This is an optimization exercise on Yosys and OpenROAD, whose aim is small area, not a production implementation. Where RTL was checked, it was by simulation tests only, not by an equivalence proof against the original. Power figures rest on the tool's default switching activity, not on a simulated workload.

Setup of run A:
// audio_controller
module audio_controller #(
parameter SYSCLK = 50
) (
input           clk,
input           rst,
input  [4:0]    sw_address,
input           sw_read,
input           sw_write,
input           sw_select,
input  [31:0]   sw_wrdata,
output [31:0]   sw_rddata,
input           i2c_SDA_i,
output          i2c_SDA_w,
output          i2c_SDA_o,
output          i2c_SCL_w,
output          i2c_SCL_o,
output          bclk,
output          mclk,
output          daclrc,
output          dacdat,
output          adclrc,
input           adcdat,
input  [31:0]   dac_data_in,
input           dac_data_wr,
output          dac_fifo_full,
output [31:0]   adc_data_out,
input           adc_data_rd,
output          adc_fifo_empty
);
wire            hw_ctrl_dac_sel;
wire            hw_ctrl_adc_sel;
wire [15:0]     hw_i2c_ctrl_data;
wire [6:0]      hw_i2c_ctrl_i2c_id;
wire            hw_i2c_ctrl_write;
wire            hw_adc_fifo_read;
wire            hw_dac_fifo_write;
reg             hw_i2c_ctrl_write_s1;
wire            i2c_start;
wire            dac_fifo_ren;
reg             dac_popped;
wire [31:0]     dac_last_popped;
wire            dacdat_req;
wire [31:0]     adcdat_out;
wire            adcdat_vld;
always @(posedge clk) begin
    hw_i2c_ctrl_write_s1 <= hw_i2c_ctrl_write;
end
assign i2c_start = hw_i2c_ctrl_write & ~hw_i2c_ctrl_write_s1;
always @(posedge clk) begin
    if (rst) dac_popped <= 1'b0;
    else     dac_popped <= dac_fifo_ren;
end
audio_controller_csr audio_controller_csr
(
    .clk                        (clk),
    .reset                      (rst),
    .i_sw_address               (sw_address),
    .i_sw_read                  (sw_read),
    .i_sw_write                 (sw_write),
    .i_sw_select                (sw_select),
    .i_sw_wrdata                (sw_wrdata),
    .o_sw_rddata                (sw_rddata),
    .i_hw_status_i2c_idle_q     (~i2c_SCL_w),
    .i_hw_status_dac_fifo_full  (dac_fifo_full),
    .i_hw_status_adc_fifo_empty (adc_fifo_empty),
    .o_hw_ctrl_dac_sel          (hw_ctrl_dac_sel),
    .o_hw_ctrl_adc_sel          (hw_ctrl_adc_sel),
    .o_hw_i2c_ctrl_data         (hw_i2c_ctrl_data),
    .o_hw_i2c_ctrl_i2c_id       (hw_i2c_ctrl_i2c_id),
    .o_hw_i2c_ctrl_write        (hw_i2c_ctrl_write),
  ...
For scale: ~990 cells after synthesis, ~150 I/O pins, ~0.018 mm² of cells after synthesis.
Settings: LEC_CHECK=0, CAP_MARGIN=20, CORE_MARGIN=2, CORE_UTILIZATION=40, CTS_BUF_LIST=sky130_fd_sc_hd__clkbuf_16, CTS_CLUSTER_DIAMETER=80, CTS_CLUSTER_SIZE=30, PLACE_DENSITY=0.6, SLEW_MARGIN=20; clock period 20.0 ns.
run.sh (not shown) runs the stock make flow with config.mk's settings and CLKGATE_MAP_FILE= SYNTH_SCRIPT=/design/flow/synth_recipe.tcl, a recipe that flattens the netlist after the stock synthesis.
Run A finished all stages; the layout is clean.
--- input diff run A..run B ---
==> flow/flow/run.sh (new file) <==
#!/bin/bash
# The standard layout, with the smallest buffer (buf_1) as the port buffer
# that global placement puts on every input and output.
set -euo pipefail
export BUFFER_PORTS_ARGS="-buffer_cell sky130_fd_sc_hd__buf_1"
bash standard.sh finish > standard_flow.log 2>&1
==> flow/standard.sh (new file) <==
#!/bin/bash
# synth_recipe.tcl (not shown) runs the flow's synth.tcl, then flattens the netlist and writes it again
# the make line also repeats each setting of config.mk as NAME=value (left out here)
make -C /OpenROAD-flow-scripts/flow DESIGN_CONFIG=/design/flow/config.mk WORK_HOME=/design/flow/orfs CLKGATE_MAP_FILE= SYNTH_SCRIPT=/design/flow/synth_recipe.tcl "${@:-finish}"
diff --git a/flow/config.mk b/flow/config.mk
--- a/flow/config.mk
+++ b/flow/config.mk
@@ -9,7 +9,7 @@
 export CORE_MARGIN = 2
 export CORE_UTILIZATION = 40
-export CTS_BUF_LIST = sky130_fd_sc_hd__clkbuf_16
-export CTS_CLUSTER_DIAMETER = 80
-export CTS_CLUSTER_SIZE = 30
+export CTS_BUF_LIST = sky130_fd_sc_hd__clkbuf_8
+export CTS_CLUSTER_DIAMETER = 60
+export CTS_CLUSTER_SIZE = 20
 export PLACE_DENSITY = 0.6
 export SLEW_MARGIN = 20
removed: flow/run.sh
Notes after the runs:
The clock network fraction of total power in run B was lower than what run A gave. Final period demand of the worst path delta (run B − run A): favourable. Compared with run A, run B supports a higher clock frequency.
Changes in run C relative to run B:
==> flow/run.sh (new file) <==
#!/bin/bash
# synth_recipe.tcl (not shown) runs the flow's synth.tcl, then flattens the netlist and writes it again
# the make line also repeats each setting of config.mk as NAME=value (left out here)
make -C /OpenROAD-flow-scripts/flow DESIGN_CONFIG=/design/flow/config.mk WORK_HOME=/design/flow/orfs CLKGATE_MAP_FILE= SYNTH_SCRIPT=/design/flow/synth_recipe.tcl finish
removed: flow/flow/run.sh
removed: flow/standard.sh
Notes after the runs:
On worst-case hold slack: run C sits above run B.
Run C finished every step from synthesis to the final layout, and the layout passed the timing, DRC and antenna checks.
The part of the total power dissipated in the clock network in run C sits 0.2 points above the value recorded for run B.
Changes observed in run C relative to run B: worst path setup slack after routing now sits lower; HPWL after detailed placement now sits higher.
Of run B and run C, the lower relative area change from synthesis to final layout belongs to run B.
First-iteration DRC count shrinks by more than 10% when moving from run B to run C.
Compared with run B, run C shows total non-filler cell area in the finished layout higher by 5.1%.
[inputs] run D vs run C
==> flow/flow/run.sh (new file) <==
#!/bin/bash
# The standard layout, with two changes:
# - the smallest buffer (buf_1) as the port buffer that global placement puts
#   on every input and output;
# - clock tree synthesis without dummy loads.
set -euo pipefail
export BUFFER_PORTS_ARGS="-buffer_cell sky130_fd_sc_hd__buf_1"
export CTS_ARGS="-sink_clustering_enable -repair_clock_nets -dont_use_dummy_load -buf_list sky130_fd_sc_hd__clkbuf_8 -sink_clustering_size 20 -sink_clustering_max_diameter 60"
bash standard.sh finish > standard_flow.log 2>&1
==> flow/standard.sh (new file) <==
#!/bin/bash
# synth_recipe.tcl (not shown) runs the flow's synth.tcl, then flattens the netlist and writes it again
# the make line also repeats each setting of config.mk as NAME=value (left out here)
make -C /OpenROAD-flow-scripts/flow DESIGN_CONFIG=/design/flow/config.mk WORK_HOME=/design/flow/orfs CLKGATE_MAP_FILE= SYNTH_SCRIPT=/design/flow/synth_recipe.tcl "${@:-finish}"
diff --git a/flow/config.mk b/flow/config.mk
--- a/flow/config.mk
+++ b/flow/config.mk
@@ -8,8 +8,5 @@
 export CAP_MARGIN = 20
 export CORE_MARGIN = 2
-export CORE_UTILIZATION = 40
-export CTS_BUF_LIST = sky130_fd_sc_hd__clkbuf_8
-export CTS_CLUSTER_DIAMETER = 60
-export CTS_CLUSTER_SIZE = 20
-export PLACE_DENSITY = 0.6
+export CORE_UTILIZATION = 60
+export PLACE_DENSITY = 0.75
 export SLEW_MARGIN = 20
removed: flow/run.sh
Findings:
Against run C, post-route standard cell area excluding fillers in run D fell by a little under 10%.
The clock slew seen by the registers of the worst setup and hold paths of run C and that of run D are within noise of each other.
Going from run C to run D, the first-pass iteration count of the detailed router was found to have gone up by 3.
Looking at shortest clock period the worst path allows after layout, run D sits 0.40 ns lower than run C does.
Relative to run C, part of the total power dissipated in combinational logic has decreased by 1.0 points in run D.
Delta (run D minus run C): non-clock buffer count picked up an extra 0.60%; top-level I/O count essentially unchanged; total die area decreased about 33%.


audio_controller again, from the RTL that the note above started with.
export LEC_CHECK = 0
export CAP_MARGIN = 20
export CORE_MARGIN = 2
export CORE_UTILIZATION = 40
export CTS_BUF_LIST = sky130_fd_sc_hd__clkbuf_8
export CTS_CLUSTER_DIAMETER = 60
export CTS_CLUSTER_SIZE = 20
export PLACE_DENSITY = 0.6
export SLEW_MARGIN = 20
create_clock -name core_clock -period 20.0 [get_ports {clk}]
standard.sh (not shown) runs the stock make flow with config.mk's settings and CLKGATE_MAP_FILE= SYNTH_SCRIPT=/design/flow/synth_recipe.tcl, a recipe that flattens the netlist after the stock synthesis.
==> flow/flow/run.sh <==
#!/bin/bash
# The standard layout, with three changes:
# - synthesis maps logic with ORFS's speed script minus its final buffering
#   and gate up/down-sizing passes (flow/abc_speed.script); the rest of the
#   synthesis script, and so every register, is the standard one;
# - the smallest buffer (buf_1) as the port buffer that global placement puts
#   on every input and output;
# - clock tree synthesis without dummy loads.
set -euo pipefail
export BUFFER_PORTS_ARGS="-buffer_cell sky130_fd_sc_hd__buf_1"
export CTS_ARGS="-sink_clustering_enable -repair_clock_nets -dont_use_dummy_load -buf_list sky130_fd_sc_hd__clkbuf_8 -sink_clustering_size 20 -sink_clustering_max_diameter 60"
rm -rf scripts_abc
cp -r "$FLOW_HOME/scripts" scripts_abc
cp flow/abc_speed.script scripts_abc/abc_speed.script
SCRIPTS_DIR="$PWD/scripts_abc" bash standard.sh synth > synth_flow.log 2>&1
bash standard.sh finish > standard_flow.log 2>&1
==> flow/flow/abc_speed.script <==
&get -n
&st
&dch
&nf
&st
&syn2
&if -g -K 6
&synch2
&nf
&st
&syn2
&if -g -K 6
&synch2
&nf
&st
&syn2
&if -g -K 6
&synch2
&nf
&st
&syn2
&if -g -K 6
&synch2
&nf
&st
&syn2
&if -g -K 6
&synch2
&nf
&put
topo
stime -c
Then changed:
==> flow/flow/run.sh (replaced) <==
#!/bin/bash
# The standard layout, with the smallest buffer (buf_1) as the port buffer
# that global placement puts on every input and output.
set -euo pipefail
export BUFFER_PORTS_ARGS="-buffer_cell sky130_fd_sc_hd__buf_1"
# downsize gates off the critical paths after global routing
export RECOVER_POWER=100
bash standard.sh finish > standard_flow.log 2>&1
removed: flow/flow/abc_speed.script
Result: With this change the flow ran to the end with violations: max-capacitance violations, max-slew violations. Clock-buffer cell count falls by 1. Hold slack improves by 18 ps. Synthesized area rises by 1.6%.
Then changed:
==> flow/flow/run.sh (replaced) <==
#!/bin/bash
# The standard layout, with two changes:
# - the smallest buffer (buf_1) as the port buffer that global placement puts
#   on every input and output;
# - clock tree synthesis without dummy loads.
set -euo pipefail
export BUFFER_PORTS_ARGS="-buffer_cell sky130_fd_sc_hd__buf_1"
export CTS_ARGS="-sink_clustering_enable -repair_clock_nets -dont_use_dummy_load -buf_list sky130_fd_sc_hd__clkbuf_8 -sink_clustering_size 20 -sink_clustering_max_diameter 60"
bash standard.sh finish > standard_flow.log 2>&1
Outcome: Now the flow produced a clean layout. Critical path depth goes up by 3. Worst setup slack improves by 1100 ps. Power decreases by 5.3%. Count of clock-buffer cells in the layout fell by 1. Non-clock buffer count does not change. Worst hold slack degrades by 5.0 ps. Global-route usage stays flat. Design area goes down by 0.75%. Routed wire length hardly moves. Core utilization decreases by 0.34 points.
Then changed:
--- a/flow/flow/run.sh
+++ b/flow/flow/run.sh
@@ -8 +8 @@
-export CTS_ARGS="-sink_clustering_enable -repair_clock_nets -dont_use_dummy_load -buf_list sky130_fd_sc_hd__clkbuf_8 -sink_clustering_size 20 -sink_clustering_max_diameter 60"
+export CTS_ARGS="-sink_clustering_enable -repair_clock_nets -dont_use_dummy_load -buf_list sky130_fd_sc_hd__clkbuf_8 -sink_clustering_size 18 -sink_clustering_max_diameter 100"
Outcome: Cell count is about the same. Cell area barely changes. Core utilization goes down by 0.13 points.


## job 2390
audio_controller, a different RTL version from the one above (not shown whole).
Size in the first run: ~450 flip-flops, ~150 I/O pins.
export LEC_CHECK = 0
export CAP_MARGIN = 20
export CORE_MARGIN = 2
export CORE_UTILIZATION = 40
export CTS_BUF_LIST = sky130_fd_sc_hd__clkbuf_8
export CTS_CLUSTER_DIAMETER = 60
export CTS_CLUSTER_SIZE = 20
export PLACE_DENSITY = 0.6
export SLEW_MARGIN = 20
create_clock -name core_clock -period 20.0 [get_ports {clk}]
==> flow/flow/run.sh <==
#!/bin/bash
# The standard layout, with two changes:
# - the smallest buffer (buf_1) as the port buffer that global placement puts
#   on every input and output;
# - clock tree synthesis without dummy loads.
set -euo pipefail
export BUFFER_PORTS_ARGS="-buffer_cell sky130_fd_sc_hd__buf_1"
export CTS_ARGS="-sink_clustering_enable -repair_clock_nets -dont_use_dummy_load -buf_list sky130_fd_sc_hd__clkbuf_8 -sink_clustering_size 20 -sink_clustering_max_diameter 60"
bash standard.sh finish > standard_flow.log 2>&1
Job 2390 completed end to end with timing, DRC and antenna clean.
diff inputs: job 2390 => job 145
# job 2390
export LEC_CHECK = 0
export CAP_MARGIN = 20
export CORE_MARGIN = 2
export CORE_UTILIZATION = 40
export CTS_BUF_LIST = sky130_fd_sc_hd__clkbuf_8
export CTS_CLUSTER_DIAMETER = 60
export CTS_CLUSTER_SIZE = 20
export PLACE_DENSITY = 0.6
export SLEW_MARGIN = 20
create_clock -name core_clock -period 20.0 [get_ports {clk}]
# job 145
export LEC_CHECK = 0
export CAP_MARGIN = 20
export CORE_MARGIN = 2
export CORE_UTILIZATION = 60
export PLACE_DENSITY = 0.75
export SLEW_MARGIN = 20
create_clock -name core_clock -period 20.0 [get_ports {clk}]
Notes after the runs:
~same register clock-pin slew on the reported worst setup and hold paths in job 2390 and job 145
Re full die area: job 145 is 33% down on job 2390.
Changes observed in job 145 relative to job 2390: setup slack has increased; total wire length went down about 7%.
Comparing job 2390 and job 145, the higher biggest cell delay along the critical path was measured on job 2390.
Higher portion of total power attributed to combinational logic among job 2390 and job 145: job 145
Compared with job 2390, job 145 shows a higher global-route met2 utilization.
Compared with job 2390, job 145 shows a post-synthesis to final-layout area growth that is 2.2 points lower.
Job 145 ended up with a higher via count than job 2390 did.
Job 145 ended up with a lower fraction of final layout cells sized beyond drive strength 1 than job 2390 did.
No run of this note included a check of the RTL's function; only the layout flow was run.


Setup of ember:
audio_controller, a different RTL version from the one above (not shown whole).
Size: about 0.019 mm^2 of cells after synthesis.
Settings: LEC_CHECK=0, ABC_AREA=1, CAP_MARGIN=20, CORE_MARGIN=2, CORE_UTILIZATION=40, PLACE_DENSITY=0.6, SLEW_MARGIN=20; clock period 20.0 ns.
run.sh (not shown) runs the stock make flow with config.mk's settings and CLKGATE_MAP_FILE= SYNTH_SCRIPT=/design/flow/synth_recipe.tcl, a recipe that flattens the netlist after the stock synthesis.
Stock flow here: none of the scripts above is used.
Inputs modified between ember and lagoon:
Settings: ABC_AREA removed (was 1).
Findings:
- lagoon: full flow OK, the timing, DRC and antenna checks passed
- When the final numbers for ember and lagoon were put side by side, the critical path depth turned out to be smaller in ember.
- Final-layout clock buffer total: lagoon lower than ember
- Comparing total power for ember and lagoon, the bigger number came from ember.
- When lagoon is measured against ember, its mux cell area share after synthesis turns out 15 points higher.
- lagoon vs. ember: netlist area before placement went down by about 4%; HPWL after detailed placement has decreased; proportion of final cell area spent on non-clock buffers now sits at about the same level.


## wip/amber
audio_controller, a different RTL version from the one above (not shown whole).
Size in the first run: ~150 I/O pins, about 17,000 µm² of cells after synthesis.
==> flow/config.mk <==
export PLATFORM = sky130hd
export DESIGN_NAME = audio_controller
export DESIGN_NICKNAME = audio_controller
export VERILOG_FILES = /design/flow/design.v
export SDC_FILE = /design/flow/constraint.sdc
export NUM_CORES = 4
export LEC_CHECK = 0
export CAP_MARGIN = 20
export CORE_MARGIN = 2
export CORE_UTILIZATION = 70
export PLACE_DENSITY = 0.85
export SLEW_MARGIN = 20
==> flow/constraint.sdc <==
create_clock -name core_clock -period 20.0 [get_ports {clk}]
set_input_delay 4.0000 -clock core_clock [delete_from_list [all_inputs] [get_ports {clk}]]
set_output_delay 4.0000 -clock core_clock [all_outputs]
set_load 0.01 [all_outputs]
standard.sh (not shown) runs the stock make flow with config.mk's settings and CLKGATE_MAP_FILE= SYNTH_SCRIPT=/design/flow/synth_recipe.tcl, a recipe that flattens the netlist after the stock synthesis.
==> flow/flow/run.sh <==
#!/bin/bash
# The standard layout, with two changes:
# - the smallest buffer (buf_1) as the port buffer that global placement puts
#   on every input and output;
# - clock tree synthesis without dummy loads.
set -euo pipefail
export BUFFER_PORTS_ARGS="-buffer_cell sky130_fd_sc_hd__buf_1"
export CTS_ARGS="-sink_clustering_enable -repair_clock_nets -dont_use_dummy_load -buf_list sky130_fd_sc_hd__clkbuf_8 -sink_clustering_size 20 -sink_clustering_max_diameter 80"
bash standard.sh finish > standard_flow.log 2>&1
The following lists how wip/raven was set up differently from wip/amber:
diff --git a/flow/flow/run.sh b/flow/flow/run.sh
--- a/flow/flow/run.sh
+++ b/flow/flow/run.sh
@@ -8 +8 @@
-export CTS_ARGS="-sink_clustering_enable -repair_clock_nets -dont_use_dummy_load -buf_list sky130_fd_sc_hd__clkbuf_8 -sink_clustering_size 20 -sink_clustering_max_diameter 80"
+export CTS_ARGS="-sink_clustering_enable -repair_clock_nets -dont_use_dummy_load -buf_list sky130_fd_sc_hd__clkbuf_8 -sink_clustering_size 20 -sink_clustering_max_diameter 60"
Results
wip/raven against wip/amber: iteration-0 DRC count of the detailed router +7.0%; routed via count ~0 delta.
Between wip/amber and wip/raven, clock-buffer cell count increased.
wip/raven vs. wip/amber: critical path depth did not really move; power density relative to cell area went up; routed wire length did not really move.
#### Input delta (wip/violet over wip/raven)
# wip/raven
export LEC_CHECK = 0
export CAP_MARGIN = 20
export CORE_MARGIN = 2
export CORE_UTILIZATION = 70
export PLACE_DENSITY = 0.85
export SLEW_MARGIN = 20
create_clock -name core_clock -period 20.0 [get_ports {clk}]
# wip/violet
export LEC_CHECK = 0
export CAP_MARGIN = 20
export CORE_MARGIN = 2
export CORE_UTILIZATION = 40
export CTS_BUF_LIST = sky130_fd_sc_hd__clkbuf_8
export CTS_CLUSTER_DIAMETER = 60
export CTS_CLUSTER_SIZE = 20
export PLACE_DENSITY = 0.6
export SLEW_MARGIN = 20
create_clock -name core_clock -period 20.0 [get_ports {clk}]
==> flow/run.sh (new file) <==
#!/bin/bash
# synth_recipe.tcl (not shown) runs the flow's synth.tcl, then flattens the netlist and writes it again
# the make line also repeats each setting of config.mk as NAME=value (left out here)
make -C /OpenROAD-flow-scripts/flow DESIGN_CONFIG=/design/flow/config.mk WORK_HOME=/design/flow/orfs CLKGATE_MAP_FILE= SYNTH_SCRIPT=/design/flow/synth_recipe.tcl finish
removed: flow/flow/run.sh
removed: flow/standard.sh
Notes after the runs:
The fraction of final layout cells with drive strength greater than 1 in wip/violet was higher than what wip/raven gave. Cmp wip/violet vs wip/raven: worst setup slack after layout lower in wip/violet. wip/violet vs wip/raven: achievable clock frequency down by a few percent. NOTE wire length wip/raven->wip/violet increased by a little under 10%. wip/violet: final instance count without filler cells is 247 higher than what wip/raven reported. In the tables for wip/violet and wip/raven, routing usage on met2 reads higher with wip/raven. [compare] base=wip/raven new=wip/violet: clock network fraction of total power saw an increase; fraction of area in registers dropped 5.3 points; leakage power of the design moved up.
What wip/zinc does differently from wip/violet at the input level:
# wip/violet
export LEC_CHECK = 0
export CAP_MARGIN = 20
export CORE_MARGIN = 2
export CORE_UTILIZATION = 40
export CTS_BUF_LIST = sky130_fd_sc_hd__clkbuf_8
export CTS_CLUSTER_DIAMETER = 60
export CTS_CLUSTER_SIZE = 20
export PLACE_DENSITY = 0.6
export SLEW_MARGIN = 20
create_clock -name core_clock -period 20.0 [get_ports {clk}]
# wip/zinc
export LEC_CHECK = 0
export CAP_MARGIN = 20
export CORE_MARGIN = 2
export CORE_UTILIZATION = 70
export CTS_BUF_LIST = sky130_fd_sc_hd__clkbuf_8
export CTS_CLUSTER_DIAMETER = 60
export CTS_CLUSTER_SIZE = 20
export PLACE_DENSITY = 0.85
export SLEW_MARGIN = 20
create_clock -name core_clock -period 20.0 [get_ports {clk}]
wip/zinc: PASS, flow complete, no timing, DRC or antenna violations. wip/zinc against wip/violet: overall power after layout fell 71 µW; setup slack rose 0.028 ns. Between wip/violet and wip/zinc, the total area of multi-input combinational cells does not differ in any meaningful way. The delay of the slowest cell on the worst path on wip/violet is in line with that on wip/zinc. Compared with wip/violet, net switching power in wip/zinc decreased by a little under 10%. Going from wip/violet to wip/zinc, worst hold slack shrinks by 0.022 ns. The number of antenna violations at the first check in global routing in wip/zinc sits 1 below the value recorded for wip/violet.
--- input diff wip/zinc..wip/cedar ---
# wip/zinc
export LEC_CHECK = 0
export CAP_MARGIN = 20
export CORE_MARGIN = 2
export CORE_UTILIZATION = 70
export CTS_BUF_LIST = sky130_fd_sc_hd__clkbuf_8
export CTS_CLUSTER_DIAMETER = 60
export CTS_CLUSTER_SIZE = 20
export PLACE_DENSITY = 0.85
export SLEW_MARGIN = 20
create_clock -name core_clock -period 20.0 [get_ports {clk}]
# wip/cedar
export LEC_CHECK = 0
export CAP_MARGIN = 20
export CORE_MARGIN = 2
export CORE_UTILIZATION = 60
export PLACE_DENSITY = 0.75
export SLEW_MARGIN = 20
create_clock -name core_clock -period 20.0 [get_ports {clk}]
==> flow/flow/run.sh (new file) <==
#!/bin/bash
# The standard layout, with two changes:
# - the smallest buffer (buf_1) as the port buffer that global placement puts
#   on every input and output;
# - clock tree synthesis without dummy loads.
set -euo pipefail
export BUFFER_PORTS_ARGS="-buffer_cell sky130_fd_sc_hd__buf_1"
export CTS_ARGS="-sink_clustering_enable -repair_clock_nets -dont_use_dummy_load -buf_list sky130_fd_sc_hd__clkbuf_8 -sink_clustering_size 20 -sink_clustering_max_diameter 60"
bash standard.sh finish > standard_flow.log 2>&1
==> flow/standard.sh (new file) <==
#!/bin/bash
# synth_recipe.tcl (not shown) runs the flow's synth.tcl, then flattens the netlist and writes it again
# the make line also repeats each setting of config.mk as NAME=value (left out here)
make -C /OpenROAD-flow-scripts/flow DESIGN_CONFIG=/design/flow/config.mk WORK_HOME=/design/flow/orfs CLKGATE_MAP_FILE= SYNTH_SCRIPT=/design/flow/synth_recipe.tcl "${@:-finish}"
removed: flow/run.sh
## What came out
- Compare wip/zinc and wip/cedar | final design instance area without fill higher: wip/zinc
- Per the comparison of wip/cedar with wip/zinc, total vias in the final route now sits lower; x dimension of the die now sits higher; area enclosed by the die boundary now sits higher.
- Compared wip/zinc against wip/cedar; CTS clock-pin slew for the worst setup and hold paths within noise.
- Core utilization, wip/zinc and wip/cedar, lower one = wip/cedar.
- Going from wip/zinc to wip/cedar, number of fill cells in the layout went up by about 60%; total internal power went down by 58 µW; wire length on met3 went down by 12%.
- wip/cedar has more setup slack than wip/zinc.

==> afterwards: timing with drivers on the ports <==
How much do the figures lean on ideal ports? The routed layouts below were timed once more, with nothing changed but the port constraints. Step 1: set_driving_cell puts a clkbuf_16 on clk and a buf_2 on each other input, an assumption about the parent block. Step 2, shift: input delay + t, output delay - t, t = (earliest + latest rising clock arrival at the registers) / 2. This alone moves slack from input paths to output paths. Three values: ideal ports, drivers, drivers and shift; two values: the first two.
run	shift t [ns]	setup slack, ns	worst setup path at the end	worst slew at a driven data input, ns	pins driven straight from the clock port
run A	0.609	12.816 / 12.760 / 13.170	input to register	0.08	1
run B	0.633	13.112 / 13.061 / 13.546	input to register	0.08	1
run C	0.637	12.761 / 12.712 / 13.160	input to register	0.08	1
run D	0.631	13.156 / 13.111 / 13.592	input to register	0.08	1
the first run of note 2	0.625	13.133 / 13.085 / 13.490	input to register	0.06	1
the second run of note 2	0.633	12.068 / 12.016 / 12.054	input to register	0.08	1
the third run of note 2	0.615	13.135 / 13.083 / 13.532	input to register	0.08	1
the fourth run of note 2	0.646	13.054 / 13.002 / 13.504	input to register	0.08	1
job 2390	0.632	13.307 / 13.256 / 13.533	input to register	0.04	1
job 145	0.623	13.373 / 13.327 / 13.560	input to register	0.04	1
ember	0.620	13.193 / 13.142 / 13.691	input to register	0.10	1
lagoon	0.637	12.995 / 12.941 / 12.913	input to register	0.04	1
wip/amber	0.620	13.397 / 13.355 / 13.687	input to register	0.08	1
wip/raven	0.623	13.430 / 13.385 / 13.687	input to register	0.07	1
wip/violet	0.632	13.014 / 12.965 / 13.353	input to register	0.06	1
wip/zinc	0.656	13.043 / 12.996 / 13.221	input to register	0.04	1
wip/cedar	0.633	13.350 / 13.301 / 13.744	input to register	0.04	1
For lagoon, which loses most, drivers alone change the setup slack by -0.054 ns; drivers and shift together by -0.082 ns.
